Context: an optimization exercise on an open-source flow, tuned for a short achievable clock period and few clock cycles. The choices shown serve that exercise and are no tape-out recipe. The RTL was checked by simulation tests, not by an equivalence proof against the original design. Power is estimated from default activity; no workload was simulated.

## run A
==> flow/design.v (excerpt) <==
module encryption_engine (
    input wire sysclk,
    input wire arduino_execute,
    output reg arduino_isfinished,
    input wire arduino_reset,
    input wire [7:0] mem_src_dout,
    output reg mem_src_clk,
    output wire mem_src_oce,
    output reg mem_src_ce,
    output reg mem_src_wre,
    output reg [13:0] mem_src_ad,
    output reg [7:0] mem_src_din,
    input wire [7:0] mem_key_dout,
    output reg mem_key_clk,
    output wire mem_key_oce,
    output reg mem_key_ce,
    output reg mem_key_wre,
    output reg [13:0] mem_key_ad,
    output reg [7:0] mem_key_din,
    input wire [7:0] mem_cmd_dout,
    output reg mem_cmd_clk,
    output wire mem_cmd_oce,
    output reg mem_cmd_ce,
    output reg mem_cmd_wre,
    output reg [13:0] mem_cmd_ad,
    output reg [7:0] mem_cmd_din,
    input wire [7:0] mem_dst_dout,
    output reg mem_dst_clk,
    output wire mem_dst_oce,
    output reg mem_dst_ce,
    output reg mem_dst_wre,
    output reg [13:0] mem_dst_ad,
    output reg [7:0] mem_dst_din,
    input wire [7:0] mem_ram_dout,
    output reg mem_ram_clk,
    output wire mem_ram_oce,
    output reg mem_ram_ce,
    output reg mem_ram_wre,
    output reg [13:0] mem_ram_ad,
    output reg [7:0] mem_ram_din
);
    assign mem_src_oce = 1'b0;
    assign mem_key_oce = 1'b0;
    assign mem_cmd_oce = 1'b0;
    assign mem_dst_oce = 1'b0;
  ...
Size: roughly 4,400 cells after synthesis, ~170 I/O pins, about 37,000 um2 of cells after synthesis.
==> flow/config.mk <==
export PLATFORM = sky130hd
export DESIGN_NAME = encryption_engine
export DESIGN_NICKNAME = encryption_engine
export VERILOG_FILES = /design/flow/design.v
export SDC_FILE = /design/flow/constraint.sdc
export NUM_CORES = 4
export LEC_CHECK = 0
export ABC_CLOCK_PERIOD_IN_PS = 2000
export CAP_MARGIN = 20
export CORE_MARGIN = 2
export CORE_UTILIZATION = 55
export SETUP_SLACK_MARGIN = 3.9
export SLEW_MARGIN = 20
==> flow/constraint.sdc <==
create_clock -name core_clock -period 6.0 [get_ports {sysclk}]
set_input_delay 1.2000 -clock core_clock [delete_from_list [all_inputs] [get_ports {sysclk}]]
set_output_delay 1.2000 -clock core_clock [all_outputs]
set_load 0.01 [all_outputs]
run.sh (not shown) runs the stock make flow with config.mk's settings and CLKGATE_MAP_FILE= SYNTH_SCRIPT=/design/flow/synth_recipe.tcl, a recipe that flattens the netlist after the stock synthesis.
Testbench counts of run A, summed over its fixed seeds: cycles 754,956.
The following lists how run B was set up differently from run A:
- a change of SETUP_SLACK_MARGIN from 3.9 to 3.8
- a change of CORE_UTILIZATION from 55 to 70
- a change of ABC_CLOCK_PERIOD_IN_PS from 2000 to 1800
Results
- ar[8] as the startpoint of the worst setup timing path was reported by run B, and mem_dst_wre by run A.
- In run B relative to run A, internal power summed over all cells had gone down slightly.
- Run B ended with less clock network power share than run A.
- A capture point of the critical path of mem_dst_wre is what run A shows, while mem_key_ad[13] belongs to run B.
- The worst slack at placement of run B was inferior to that of run A.
The inputs of run C differ from those of run B as listed below.
- HOLD_SLACK_MARGIN now 0.05, previously not set
- ABC_CLOCK_PERIOD_IN_PS now 2000, was 1800
- TNS_END_PERCENT now 100, previously not set
- CORE_UTILIZATION now 65, was 70
Looking at post-route clock period utilization across run B and run C, the one that comes out lower is run C.
~same area of combinational cells with multiple inputs in run B and run C
Changes observed in run C relative to run B: static leakage power neither gained nor lost much, setup slack moved up, slew at the pin closest to its max-slew limit climbed 0.20 ns.
Routed wire length: run C vs run B down about 2.5%
Run C ends up with a non-filler instance count after layout that is 47 higher than in run B.
Run C ended up with a lower switching share of total power than run B did.
Depth of the most critical reg-to-reg path in run C vs run B: up 1
What run D does differently from run C at the input level:
- clearing HOLD_SLACK_MARGIN, which used to be 0.05
- clearing TNS_END_PERCENT, which used to be 100
--- outcome ---
- Between run C and run D, the difference in total power after layout is negligible.
- Compared run D against run C; proportion of power drawn by the clock network within noise.
- On count of antenna-violating nets left after detailed routing, run C and run D are basically level.

---

Setup of TR:
Another version of the RTL of encryption_engine (not shown whole).
Size in the first run: about 700 flip-flops, roughly 170 I/O pins.
Settings: LEC_CHECK=0, ABC_CLOCK_PERIOD_IN_PS=2000, CAP_MARGIN=20, CORE_MARGIN=2, CORE_UTILIZATION=65, CTS_BUF_LIST=sky130_fd_sc_hd__clkbuf_8, SETUP_SLACK_MARGIN=3.8, SLEW_MARGIN=20; clock period 6.0 ns.
Testbench counts of TR, summed over its fixed seeds: cycles 787,820.
Changes in AL relative to TR:
Settings: CORE_UTILIZATION: 65 -> 40; SETUP_SLACK_MARGIN: 3.8 -> 4.0; CTS_BUF_LIST: sky130_fd_sc_hd__clkbuf_8 -> unset.
--- outcome ---
AL went all the way through the flow, and no timing, DRC or antenna check failed. Relative to TR, count of standard-cell rows has increased by 24 in AL. Taking TR over AL, the total combinational power ratio works out to 0.60. In AL relative to TR, post-place instance area had gone up by a few percent.

---

Setup of P:
encryption_engine, a different RTL version from the one above (not shown whole).
Size: about 12,000 sq um of cells after synthesis.
clock: 6.0 ns
lec_check: 0
cap_margin: 20
core_margin: 2
core_utilization: 40
slew_margin: 20
Testbench counts of P, summed over its fixed seeds: cycles 1,574,018.
Inputs modified between P and Q:
--- a/flow/config.mk
+++ b/flow/config.mk
@@ -6,6 +6,8 @@
 export NUM_CORES = 4
 export LEC_CHECK = 0
+export ABC_CLOCK_PERIOD_IN_PS = 2500
 export CAP_MARGIN = 20
 export CORE_MARGIN = 2
 export CORE_UTILIZATION = 40
+export SETUP_SLACK_MARGIN = 3.0
 export SLEW_MARGIN = 20
## What came out
- Q completed every stage of the flow, and the final layout passed the timing, DRC and antenna checks.
- From P to Q the numbers moved as follows: clock period minus final worst setup slack saw a decrease; worst-case hold slack saw little to no change.
- Overall power: Q vs P — no meaningful difference
- P and Q ended up with nearly the same number of standard cells in the layout, taps in and fillers out.
- Measured against each other, P and Q differ in buffer count from post-CTS setup fixing, the higher figure coming from Q.
- Against P as the reference, Q delivers a lower part of the cycle the worst path needs.
- Between P and Q, the utilization is higher for Q.
- Area growth from synthesis to layout was lower in the run labelled P.

---

v30:
encryption_engine, a different RTL version from the one above (not shown whole).
Size: ~710 flip-flops, about 0.036 mm2 of cells after synthesis.
Settings: LEC_CHECK=0, ABC_CLOCK_PERIOD_IN_PS=2000, CAP_MARGIN=20, CORE_MARGIN=2, CORE_UTILIZATION=65, SETUP_SLACK_MARGIN=3.7, SLEW_MARGIN=20; clock period 6.0 ns.
v30 completed end to end with timing, DRC and antenna clean.
Testbench counts of v30, summed over its fixed seeds: cycles 787,772.
Here is what was changed in the inputs of v9 compared with v30.
# v30
export LEC_CHECK = 0
export ABC_CLOCK_PERIOD_IN_PS = 2000
export CAP_MARGIN = 20
export CORE_MARGIN = 2
export CORE_UTILIZATION = 65
export SETUP_SLACK_MARGIN = 3.7
export SLEW_MARGIN = 20
create_clock -name core_clock -period 6.0 [get_ports {sysclk}]
# v9
export LEC_CHECK = 0
export ABC_CLOCK_PERIOD_IN_PS = 2000
export CAP_MARGIN = 20
export CORE_MARGIN = 2
export CORE_UTILIZATION = 65
export CTS_CLUSTER_DIAMETER = 100
export CTS_CLUSTER_SIZE = 22
export SETUP_SLACK_MARGIN = 3.7
export SLEW_MARGIN = 20
create_clock -name core_clock -period 6.0 [get_ports {sysclk}]
Notes after the runs:
Comparing v30 with v9, the worst-case register-to-register setup slack came out essentially unchanged. No run among v30 and v9 stopped early or left any final violation; all are clean. v9: number of buffers inserted by post-CTS setup repair about 35% above v30. Any difference in part of the cycle the worst path needs between v9 and v30 is small enough to ignore. Diff v30 -> v9: aggregate negative setup slack now sits at about the same level, total area of sequential cells now sits at about the same level, wire length now sits lower. [compare] base=v30 new=v9: area occupied by multi-input gates dropped 71 um2, proportion of power drawn by flip-flops and latches climbed 12 points, met1 wire length dropped 0.87%. Final cell area: v9 below v30. Note that the power recorded for v30 amounts to 1.2 times the value seen in v9.

what the ideal ports hide:
In the flow no input, the clock included, has a driving cell. The finished layouts below were timed again as built, in two steps. Step 1 (the two cells are an assumption about what drives the block):
set clk [get_ports {sysclk}]
set_driving_cell -lib_cell sky130_fd_sc_hd__clkbuf_16 $clk
set_driving_cell -lib_cell sky130_fd_sc_hd__buf_2 [delete_from_list [all_inputs] $clk]
Step 2, shift: input delay + t, output delay - t, t = (earliest + latest rising clock arrival at the registers) / 2. This alone moves slack from input paths to output paths. Three values: ideal, step 1, step 2; two values: the first two.
run | shift t [ns] | setup WS [ns] | cell pins on the clock port's net
run A | 0.710 | 3.659 / 3.586 / 3.067 | 1
run B | 0.698 | 3.406 / 3.406 / 2.967 | 1
run C | 0.690 | 3.677 / 3.612 / 3.005 | 1
run D | 0.690 | 3.677 / 3.612 / 3.005 | 1
TR | 0.808 | 3.557 / 3.495 / 2.973 | 1
AL | 0.704 | 3.627 / 3.557 / 3.063 | 1
P | 0.587 | 2.213 / 2.213 / 2.016 | 1
Q | 0.589 | 3.058 / 3.012 / 2.463 | 1
v30 | 0.679 | 3.595 / 3.595 / 3.092 | 1
v9 | 0.663 | 3.603 / 3.603 / 3.025 | 1
After both steps every run listed still meets setup and hold.
